From an optimization exercise on the open Yosys and OpenROAD flow, aimed at a short achievable clock period and few clock cycles; shortcuts taken in it are not production practice.
For this run, only the layout was checked, not whether the RTL still works.
Power is estimated from default activity; no workload was simulated.

**flow/run.sh**
```bash
#!/bin/bash
# synth_recipe.tcl (not shown) runs the flow's synth.tcl, then flattens the netlist and writes it again
# the make line also repeats each setting of config.mk as NAME=value (left out here)
make -C /OpenROAD-flow-scripts/flow DESIGN_CONFIG=/design/flow/config.mk WORK_HOME=/design/flow/orfs CLKGATE_MAP_FILE= SYNTH_SCRIPT=/design/flow/synth_recipe.tcl finish
```
**flow/config.mk**
```make
export PLATFORM = sky130hd
export DESIGN_NAME = cpu
export DESIGN_NICKNAME = cpu
export VERILOG_FILES = /design/flow/design.v
export SDC_FILE = /design/flow/constraint.sdc
export NUM_CORES = 4
export LEC_CHECK = 0
export ABC_CLOCK_PERIOD_IN_PS = 4000
export CAP_MARGIN = 20
export CORE_MARGIN = 2
export CORE_UTILIZATION = 40
export SETUP_SLACK_MARGIN = 5
export SLEW_MARGIN = 20
```
**flow/constraint.sdc**
```tcl
create_clock -name core_clock -period 10.0 [get_ports {clk}]
set_input_delay 2.0000 -clock core_clock [delete_from_list [all_inputs] [get_ports {clk}]]
set_output_delay 2.0000 -clock core_clock [all_outputs]
set_load 0.01 [all_outputs]
```
**flow/design.v**
```verilog
typedef logic [31:0] rv32i_word;
typedef logic [4:0] rv32i_reg;
typedef logic [3:0] rv32i_mem_wmask;
typedef enum bit [6:0] {
    op_lui   = 7'b0110111,  
    op_auipc = 7'b0010111,  
    op_jal   = 7'b1101111,  
    op_jalr  = 7'b1100111,  
    op_br    = 7'b1100011,  
    op_load  = 7'b0000011,  
    op_store = 7'b0100011,  
    op_imm   = 7'b0010011,  
    op_reg   = 7'b0110011,  
    op_csr   = 7'b1110011   
} rv32i_opcode;
typedef enum bit [2:0] {
    beq  = 3'b000,
    bne  = 3'b001,
    blt  = 3'b100,
    bge  = 3'b101,
    bltu = 3'b110,
    bgeu = 3'b111
} branch_funct3_t;
typedef enum bit [2:0] {
    lb  = 3'b000,
    lh  = 3'b001,
    lw  = 3'b010,
    lbu = 3'b100,
    lhu = 3'b101
} load_funct3_t;
typedef enum bit [2:0] {
    sb = 3'b000,
    sh = 3'b001,
    sw = 3'b010
} store_funct3_t;
typedef enum bit [2:0] {
    add  = 3'b000,  
    sll  = 3'b001,
    slt  = 3'b010,
    sltu = 3'b011,
    axor = 3'b100,
    sr   = 3'b101,  
    aor  = 3'b110,
    aand = 3'b111
} arith_funct3_t;
typedef enum bit [2:0] {
    alu_add = 3'b000,
    alu_sll = 3'b001,
    alu_sra = 3'b010,
    alu_sub = 3'b011,
    alu_xor = 3'b100,
    alu_srl = 3'b101,
    alu_or  = 3'b110,
    alu_and = 3'b111
} alu_ops;
 typedef struct packed {
    logic [6:0] opcode;
    logic [2:0] aluop;
    logic [1:0] pcmux_sel;
    logic cmpmux_sel;
    logic alumux1_sel;
    logic [2:0] alumux2_sel;
    logic [3:0] regfilemux_sel;
    logic [2:0] cmpop;
    logic mem_read;
    logic mem_write;
    logic regfile_load;
    logic mem_resp;
    logic [3:0] mem_byte_enable;
 } rv32i_control_word;
   typedef struct packed {
    logic commit;
	 rv32i_word inst; 
    logic trap; 
	 rv32i_reg rs1_addr; 
	 rv32i_reg rs2_addr; 
	 rv32i_word rs1_rdata; 
	 rv32i_word rs2_rdata; 
    logic load_regfile; 
    rv32i_reg rd_addr; 
    rv32i_word rd_wdata; 
    rv32i_word pc_rdata; 
    rv32i_word pc_wdata; 
    rv32i_word mem_addr; 
    rv32i_mem_wmask mem_rmask; 
    rv32i_mem_wmask mem_wmask; 
    rv32i_word mem_rdata;
    rv32i_word mem_wdata; 
    logic [15:0] errorcode; 
} RVFIMonPacket;
package pcmux;
typedef enum bit [1:0] {
    pc_plus4  = 2'b00
    ,alu_out  = 2'b01
    ,alu_mod2 = 2'b10
} pcmux_sel_t;
endpackage
package marmux;
typedef enum bit {
    pc_out = 1'b0
    ,alu_out = 1'b1
} marmux_sel_t;
endpackage
package cmpmux;
typedef enum bit {
    rs2_out = 1'b0
    ,i_imm = 1'b1
} cmpmux_sel_t;
endpackage
package alumux;
typedef enum bit {
    rs1_out = 1'b0
    ,pc_out = 1'b1
} alumux1_sel_t;
typedef enum bit [2:0] {
    i_imm    = 3'b000
    ,u_imm   = 3'b001
    ,b_imm   = 3'b010
    ,s_imm   = 3'b011
    ,j_imm   = 3'b100
    ,rs2_out = 3'b101
} alumux2_sel_t;
endpackage
package regfilemux;
typedef enum bit [3:0] {
    alu_out   = 4'b0000
    ,br_en    = 4'b0001
    ,u_imm    = 4'b0010
    ,lw       = 4'b0011
    ,pc_plus4 = 4'b0100
    ,lb        = 4'b0101
    ,lbu       = 4'b0110   
    ,lh        = 4'b0111
    ,lhu       = 4'b1000   
} regfilemux_sel_t;
endpackage
module cpu(
    input clk,
    input rst,
    input logic [31:0] inst_rdata,
    input logic [31:0] data_rdata,
    input logic inst_resp,
    input logic data_resp,
    input logic icache_hit,
    input logic dcache_hit,
    output logic inst_read,
    output logic [31:0] inst_addr,
    output logic data_read,
    output logic data_write,
    output logic [3:0] data_mbe,
    output logic [31:0] data_addr,
    output logic [31:0] data_wdata
);
    logic [31:0] pc;
    logic        ifid_v;
    logic [31:0] ifid_ins, ifid_pc;
    logic        idex_we, idex_ld, idex_st, idex_br, idex_jalr, idex_pred;
    logic [4:0]  idex_rd;
    logic [2:0]  idex_f3;
    logic [31:0] idex_a, idex_b, idex_sd, idex_pre, idex_alt;
    logic        idex_fa_m, idex_fa_w, idex_fb_m, idex_fb_w, idex_fs_m, idex_fs_w;
    logic        idex_sub, idex_sra;
    logic        idex_r_sum, idex_r_sll, idex_r_slt, idex_r_sltu, idex_r_xor,
                 idex_r_sr, idex_r_or, idex_r_and, idex_r_pre;
    logic        exmem_we, exmem_ld, exmem_st;
    logic [4:0]  exmem_rd;
    logic [2:0]  exmem_f3;
    logic [31:0] exmem_res, exmem_wdata;
    logic [3:0]  exmem_mbe;
    logic        memwb_we;
    logic [4:0]  memwb_rd;
    logic [31:0] memwb_val;
    logic [31:0] rf [1:31];
    assign data_read  = exmem_ld;
    assign data_write = exmem_st;
    assign data_addr  = {exmem_res[31:2], 2'b00};
    assign data_mbe   = exmem_mbe;
    assign data_wdata = exmem_wdata;
    logic stall;
    assign stall = (exmem_ld | exmem_st) & ~data_resp;
    logic [31:0] ld_sh, ld_val, mem_val;
    always_comb begin
        ld_sh = data_rdata >> {exmem_res[1:0], 3'b000};
        case (exmem_f3)
            3'b000:  ld_val = {{24{ld_sh[7]}}, ld_sh[7:0]};
            3'b001:  ld_val = {{16{ld_sh[15]}}, ld_sh[15:0]};
            3'b100:  ld_val = {24'b0, ld_sh[7:0]};
            3'b101:  ld_val = {16'b0, ld_sh[15:0]};
            default: ld_val = ld_sh;
        endcase
        mem_val = exmem_ld ? ld_val : exmem_res;
    end
    logic [31:0] ex_a, ex_b, ex_sd, ex_sum, ex_sll, ex_sr, ex_res, ex_target;
    logic ex_eq, ex_lt, ex_ltu, ex_taken, ex_redirect;
    logic [31:0] ex_wdata;
    logic [3:0]  ex_mbe;
    always_comb begin
        ex_a  = ({32{idex_fa_m}} & exmem_res) | ({32{idex_fa_w}} & memwb_val)
              | ({32{~idex_fa_m & ~idex_fa_w}} & idex_a);
        ex_b  = ({32{idex_fb_m}} & exmem_res) | ({32{idex_fb_w}} & memwb_val)
              | ({32{~idex_fb_m & ~idex_fb_w}} & idex_b);
        ex_sd = ({32{idex_fs_m}} & exmem_res) | ({32{idex_fs_w}} & memwb_val)
              | ({32{~idex_fs_m & ~idex_fs_w}} & idex_sd);
        ex_sum = ex_a + (ex_b ^ {32{idex_sub}}) + {31'b0, idex_sub};
        ex_eq  = (ex_a == ex_b);
        ex_ltu = (ex_a < ex_b);
        ex_lt  = ($signed(ex_a) < $signed(ex_b));
        ex_sll = ex_a << ex_b[4:0];
        ex_sr  = 32'($signed({idex_sra & ex_a[31], ex_a}) >>> ex_b[4:0]);
        ex_res = ({32{idex_r_sum}}  & ex_sum)
               | ({32{idex_r_sll}}  & ex_sll)
               | ({32{idex_r_slt}}  & {31'b0, ex_lt})
               | ({32{idex_r_sltu}} & {31'b0, ex_ltu})
               | ({32{idex_r_xor}}  & (ex_a ^ ex_b))
               | ({32{idex_r_sr}}   & ex_sr)
               | ({32{idex_r_or}}   & (ex_a | ex_b))
               | ({32{idex_r_and}}  & (ex_a & ex_b))
               | ({32{idex_r_pre}}  & idex_pre);
        case (idex_f3)
            3'b000:  ex_taken = ex_eq;
            3'b001:  ex_taken = ~ex_eq;
            3'b100:  ex_taken = ex_lt;
            3'b101:  ex_taken = ~ex_lt;
            3'b110:  ex_taken = ex_ltu;
            default: ex_taken = ~ex_ltu;
        endcase
        ex_redirect = idex_jalr | (idex_br & (ex_taken ^ idex_pred));
        ex_target   = idex_jalr ? {ex_sum[31:1], 1'b0} : idex_alt;
        ex_wdata = ex_sd << {ex_sum[1:0], 3'b000};
        case (idex_f3[1:0])
            2'b00:   ex_mbe = 4'b0001 << ex_sum[1:0];
            2'b01:   ex_mbe = 4'b0011 << ex_sum[1:0];
            default: ex_mbe = 4'b1111;
        endcase
    end
    logic [6:0]  op;
    logic [2:0]  f3;
    logic [4:0]  rs1, rs2, rd;
    logic is_lui, is_auipc, is_jal, is_jalr, is_br, is_ld, is_st, is_opi, is_op;
    logic use1, use2, id_we, use_imm, pred;
    logic [31:0] imm_i, imm_s, imm_b, imm_u, imm_j, imm, timm, id_tgt, id_pc4;
    logic [31:0] rv1, rv2;
    logic lu_stall, id_redirect;
    always_comb begin
        op  = ifid_ins[6:0];
        f3  = ifid_ins[14:12];
        rs1 = ifid_ins[19:15];
        rs2 = ifid_ins[24:20];
        rd  = ifid_ins[11:7];
        is_lui   = op == 7'b0110111;
        is_auipc = op == 7'b0010111;
        is_jal   = op == 7'b1101111;
        is_jalr  = op == 7'b1100111;
        is_br    = op == 7'b1100011;
        is_ld    = op == 7'b0000011;
        is_st    = op == 7'b0100011;
        is_opi   = op == 7'b0010011;
        is_op    = op == 7'b0110011;
        use1 = is_jalr | is_br | is_ld | is_st | is_opi | is_op;
        use2 = is_br | is_st | is_op;
        id_we = (rd != 5'd0) & (is_lui | is_auipc | is_jal | is_jalr | is_ld | is_opi | is_op);
        use_imm = is_jalr | is_ld | is_st | is_opi;
        imm_i = {{21{ifid_ins[31]}}, ifid_ins[30:20]};
        imm_s = {{21{ifid_ins[31]}}, ifid_ins[30:25], ifid_ins[11:7]};
        imm_b = {{20{ifid_ins[31]}}, ifid_ins[7], ifid_ins[30:25], ifid_ins[11:8], 1'b0};
        imm_u = {ifid_ins[31:12], 12'h000};
        imm_j = {{12{ifid_ins[31]}}, ifid_ins[19:12], ifid_ins[20], ifid_ins[30:21], 1'b0};
        imm   = is_st ? imm_s : imm_i;
        timm  = is_jal ? imm_j : (is_br ? imm_b : imm_u);
        id_tgt = ifid_pc + timm;
        id_pc4 = ifid_pc + 32'd4;
        pred   = is_jal | (is_br & ifid_ins[31]);
        rv1 = (rs1 == 5'd0) ? 32'd0 : (memwb_we && memwb_rd == rs1) ? memwb_val : rf[rs1];
        rv2 = (rs2 == 5'd0) ? 32'd0 : (memwb_we && memwb_rd == rs2) ? memwb_val : rf[rs2];
        lu_stall = ifid_v & idex_ld & ((use1 & rs1 == idex_rd) | (use2 & rs2 == idex_rd));
        id_redirect = ifid_v & pred & ~lu_stall;
    end
    assign inst_read = 1'b1;
    assign inst_addr = pc;
    always_ff @(posedge clk) begin
        if (rst) begin
            pc <= 32'h60;
            ifid_v <= 1'b0;
        end else if (!stall) begin
            if (ex_redirect) begin
                pc <= ex_target;
                ifid_v <= 1'b0;
            end else if (!lu_stall) begin
                ifid_v   <= inst_resp & ~id_redirect;
                ifid_ins <= inst_rdata;
                ifid_pc  <= pc;
                if (id_redirect)   pc <= id_tgt;
                else if (inst_resp) pc <= pc + 32'd4;
            end
        end
    end
    logic id_go;
    assign id_go = ifid_v & ~lu_stall & ~ex_redirect;
    always_ff @(posedge clk) begin
        if (rst) begin
            idex_we <= 1'b0; idex_ld <= 1'b0; idex_st <= 1'b0;
            idex_br <= 1'b0; idex_jalr <= 1'b0;
        end else if (!stall) begin
            idex_we   <= id_go & id_we;
            idex_ld   <= id_go & is_ld;
            idex_st   <= id_go & is_st;
            idex_br   <= id_go & is_br;
            idex_jalr <= id_go & is_jalr;
        end
    end
    always_ff @(posedge clk) begin
        if (!stall) begin
            idex_pred <= pred;
            idex_rd   <= rd;
            idex_f3   <= f3;
            idex_a    <= rv1;
            idex_b    <= use_imm ? imm : rv2;
            idex_sd   <= rv2;
            idex_pre  <= (is_jal | is_jalr) ? id_pc4 : (is_lui ? imm_u : id_tgt);
            idex_alt  <= pred ? id_pc4 : id_tgt;
            idex_fa_m <= use1 & idex_we & (idex_rd == rs1);
            idex_fa_w <= use1 & exmem_we & (exmem_rd == rs1) & ~(idex_we & (idex_rd == rs1));
            idex_fb_m <= ~use_imm & use2 & idex_we & (idex_rd == rs2);
            idex_fb_w <= ~use_imm & use2 & exmem_we & (exmem_rd == rs2) & ~(idex_we & (idex_rd == rs2));
            idex_fs_m <= use2 & idex_we & (idex_rd == rs2);
            idex_fs_w <= use2 & exmem_we & (exmem_rd == rs2) & ~(idex_we & (idex_rd == rs2));
            idex_sub  <= is_br | ((is_op | is_opi) & (f3 == 3'b010 | f3 == 3'b011))
                       | (is_op & f3 == 3'b000 & ifid_ins[30]);
            idex_sra  <= ifid_ins[30];
            idex_r_sum  <= ((is_op | is_opi) & f3 == 3'b000) | is_ld | is_st;
            idex_r_sll  <= (is_op | is_opi) & f3 == 3'b001;
            idex_r_slt  <= (is_op | is_opi) & f3 == 3'b010;
            idex_r_sltu <= (is_op | is_opi) & f3 == 3'b011;
            idex_r_xor  <= (is_op | is_opi) & f3 == 3'b100;
            idex_r_sr   <= (is_op | is_opi) & f3 == 3'b101;
            idex_r_or   <= (is_op | is_opi) & f3 == 3'b110;
            idex_r_and  <= (is_op | is_opi) & f3 == 3'b111;
            idex_r_pre  <= is_lui | is_auipc | is_jal | is_jalr;
        end
    end
    always_ff @(posedge clk) begin
        if (rst) begin
            exmem_we <= 1'b0; exmem_ld <= 1'b0; exmem_st <= 1'b0;
            memwb_we <= 1'b0;
        end else if (!stall) begin
            exmem_we <= idex_we;
            exmem_ld <= idex_ld;
            exmem_st <= idex_st;
            memwb_we <= exmem_we;
        end
    end
    always_ff @(posedge clk) begin
        if (!stall) begin
            exmem_rd    <= idex_rd;
            exmem_f3    <= idex_f3;
            exmem_res   <= ex_res;
            exmem_wdata <= ex_wdata;
            exmem_mbe   <= ex_mbe;
            memwb_rd    <= exmem_rd;
            memwb_val   <= mem_val;
        end
    end
    always_ff @(posedge clk) begin
        if (memwb_we) rf[memwb_rd] <= memwb_val;
    end
endmodule
```
==> flow_summary.ini <==
[power]
p_clk_share_pct = 35.2
p_per_area_mw_per_mm2 = 183
power.switching_uw = 4710
leakagePower_uw = 0.0298
peakVddDrop_mv = 0.189
seqPwrFrac_pct = 43.7
p_comb_share_pct = 21.1
p_int_uw = 11100
sw_frac_of_total_pct = 29.9
power.total_uw = 15800

[final_layout]
layout.cells.non_filler = 8232
largest_reg_flops = 992
utilization_pct = 46.0
final_layout_size_suffix_gt1_share_pct = 20.1
top_register = rf
area_growth_pct = 14.4
fin_nets = 5853

[synth]
synth_common_cells = edfxtp_1, mux4_2, a21oi_1
yosysTopAreaCell = edfxtp_1
synthTopCellsByArea = edfxtp_1, mux4_2, mux2i_1, a21oi_1, ha_1
ys.flop_type = edfxtp_1
synthCells = 5513
yosysTopAreaCellShare_pct = 53.9
ys_types = 83
ys_seq_elements = 1402
synthArstFlopShare_pct = 0
yosys_warnings = 1
synthesis.area_sq_mm = 0.0754
avgSynthCellArea_sq_um = 13.7
synth_seq_area_share_pct = 55.2
yosysMostFrequentCell = edfxtp_1
synth-edff-count = 1355

[timing]
fin_crit_sh_pct = 50.6
setup_viol = 0
finalCriticalPeriod_ps = 5060
tightest_slew_ps = 1160
hold_viol = 0
slew_headroom_pct = 22.1
maxSlewViolCount = 0
rsz0062_at_grt = yes
final.setup_skew_ps = 39.0
setup_tns_ps = 0
max_freq_ghz = 0.197

[worst_setup_path]
required_ps = 10580
path_max_fanout = 20
rr_endpoint = exmem_res[16]$_DFFE_PN_
rrSetupSlack_ps = 4940
rr_startpoint = idex_sub$_DFFE_PN_
arrival_ps = 5640
crit_type = reg2reg
worstSetupStartpointType = flip-flop
r2r_cells = 14
critPathCaptureType = flip-flop

[global_route]
grt_pass1_wl_microns = 384000
overflow = 0
grt_max_degree = 163
grt_usage_pct = 28.1
antenna_found_initial = 8
grt_pass1_vias = 50900

[clocking]
cts_hold_buf = 0
clock_latency_ps = 830
h-tree-depth = 4
clkSlewWorstSetupHoldPaths_ps = 70
cts.sinks = 1402
cts_tree = yes
cts_made_buffers = 154
cts-root-buf = clkbuf_16
clock_path_buffers = 3

[drt]
drtIter0Drc = 6920
detail_route.wl_per_cell_microns = 33.4
routed_wl_microns = 275000
drt_pass1_iterations = 6
ant_nets = 0
drc_errors = 0
vias_per_cell = 6.40
vias = 52700

[flow_run]
drv_cap = 0

[min_path]
hp-start = pc[1]$_SDFFE_PP0P_
min_path_type = reg2reg
whs_path_depth = 0
min_delay_worst_endpoint = ifid_pc[1]$_DFFE_PN_

[placement]
place_congestion = 1.02
hpwl_microns = 179000
dp_cells = 7889
io_buffers = 167

[floorplan]
coreArea_sq_mm = 0.188
rows = 159
ios = 173
dieArea_sq_mm = 0.192
die_y_microns = 438
initial_core_util_pct = 40.2
fp.dieW_microns = 438

[outcome]
status = finished clean
final cells by class:
cell class | count | area [sq um]
Tap cell | 2495 | 3120
Clock buffer | 202 | 4140
Antenna cell | 1 | 2.50
Fill cell | 16400 | 101000
Clock inverter | 68 | 673
Sequential cell | 1402 | 41600
Multi-Input combinational cell | 3559 | 32500
Inverter | 117 | 455
Timing Repair Buffer | 388 | 3750
cell families after synthesis:
| kind of cell | Yosys count | share of synthesized area, % |
|---|---|---|
| AO/OA/AOI/OAI | 1329 | 11.6 |
| adder cells (fa/ha/maj) | 161 | 2.69 |
| flip-flops | 1402 | 55.2 |
| multiplexers | 808 | 19.0 |
| buffers and inverters | 554 | 2.96 |
| XOR/XNOR | 177 | 2.05 |
| other | 2 | 0.00995 |
| AND/OR/NAND/NOR | 1080 | 6.47 |
how the worst max path moves through the flow:
| stage | cells past startpoint | from | end | slack [ps] |
|---|---|---|---|---|
| final | 14 | idex_sub$_DFFE_PN_ | exmem_res[16]$_DFFE_PN_ | 4940 |
| after global routing | 14 | ifid_ins[5]$_DFFE_PN_ | idex_pre[31]$_DFFE_PN_ | 4940 |
| after CTS | 19 | idex_fa_w$_DFFE_PN_ | flip-flop | 5010 |
| after detailed placement | 18 | idex_fb_m$_DFFE_PN_ | flip-flop | 3460 |
| after global placement | 18 | idex_fb_m$_DFFE_PN_ | flip-flop | 3520 |
| after floorplan | 16 | memwb_val[2]$_DFFE_PN_ | flip-flop | 3820 |
through the flow:
stage               setup slack, ps  hold slack [ps]  area (sq um)
global placement               3520              466         80200
detailed placement             3460              458         80200
global route                   4940              489         86300
CTS                            5010              476         85800
floorplan                      3820              424         75700
finish                         4940              483         86300
what timing repair did:
action / CTS / global route
gates resized for setup: 91 / 33
gates cloned: 2 / 2
pin swaps: 7 / 7
endpoints found under the setup margin: 148 / 127
buffers inserted: 39 / 28
critical path: stages (launching register included):
cell	delay, ps
edfxtp_1	940
buf_4	520
nor3b_2	190
nor2_1	260
fa_2	280
a21o_1	120
a21oi_1	80
nand2b_1	250
a2111o_1	520
nand2_1	150
a21o_1	120
a21oi_1	70
xnor2_1	900
nand2_1	180
o2111ai_1	220
layout by cell type, fill, tap and decap left out, types with 80 or more instances in the layout:
| cell type | instances |
|---|---|
| mux2i_1 | 252 |
| buf_4 | 177 |
| o21ai_0 | 233 |
| nor2_1 | 364 |
| mux4_2 | 493 |
| ha_1 | 153 |
| clkdlybuf4s50_1 | 167 |
| edfxtp_1 | 1355 |
| a21o_1 | 80 |
| xnor2_1 | 105 |
| a22o_1 | 95 |
| a21oi_1 | 373 |
| clkbuf_16 | 158 |
| nand2_1 | 320 |
| a211oi_1 | 88 |
| inv_1 | 110 |
power by group through the flow:
stage | combinational (uW) | clock (uW) | sequential, uW
3_3_place_gp | 3140 | 0 | 7030
2_1_floorplan | 1890 | 0 | 6940
3_5_place_dp | 3140 | 0 | 7030
4_1_cts | 3230 | 5600 | 6890
6_report | 3320 | 5550 | 6890
5_1_grt | 3500 | 5820 | 6910
metal layers:
layer	vias to the layer above	routed length (microns)	track usage (%)
met1	27000	107000	37.3
met2	3026	126000	43.7
met4	10	15300	14.0
li1	22100	-	-
met5	-	69	0
met3	578	26300	5.89

-- static timing again, ports no longer ideal --
The results above use ideal ports. As a check the final layout listed here was re-extracted and re-timed, cells and wires unchanged.
Step 1: set_driving_cell puts a clkbuf_16 on clk and a buf_2 on each other input, an assumption about the parent block.
Step 2 times the ports against the registers' clock, not the clock port: input delays grow and output delays shrink by t, the midpoint of the rising clock arrivals with the driver on.
Slacks: no drivers / after step 1 / after step 2; pairs: no drivers / after step 1.
t, ns: 0.895
slack for setup (ns): 4.936 / 4.936 / 4.909
worst hold slack (ns): 0.483 / 0.483 / 0.483
After both steps this run still meets setup and hold. The setup slack of this run moves by 0.000 ns with the drivers and by -0.027 ns with both steps.
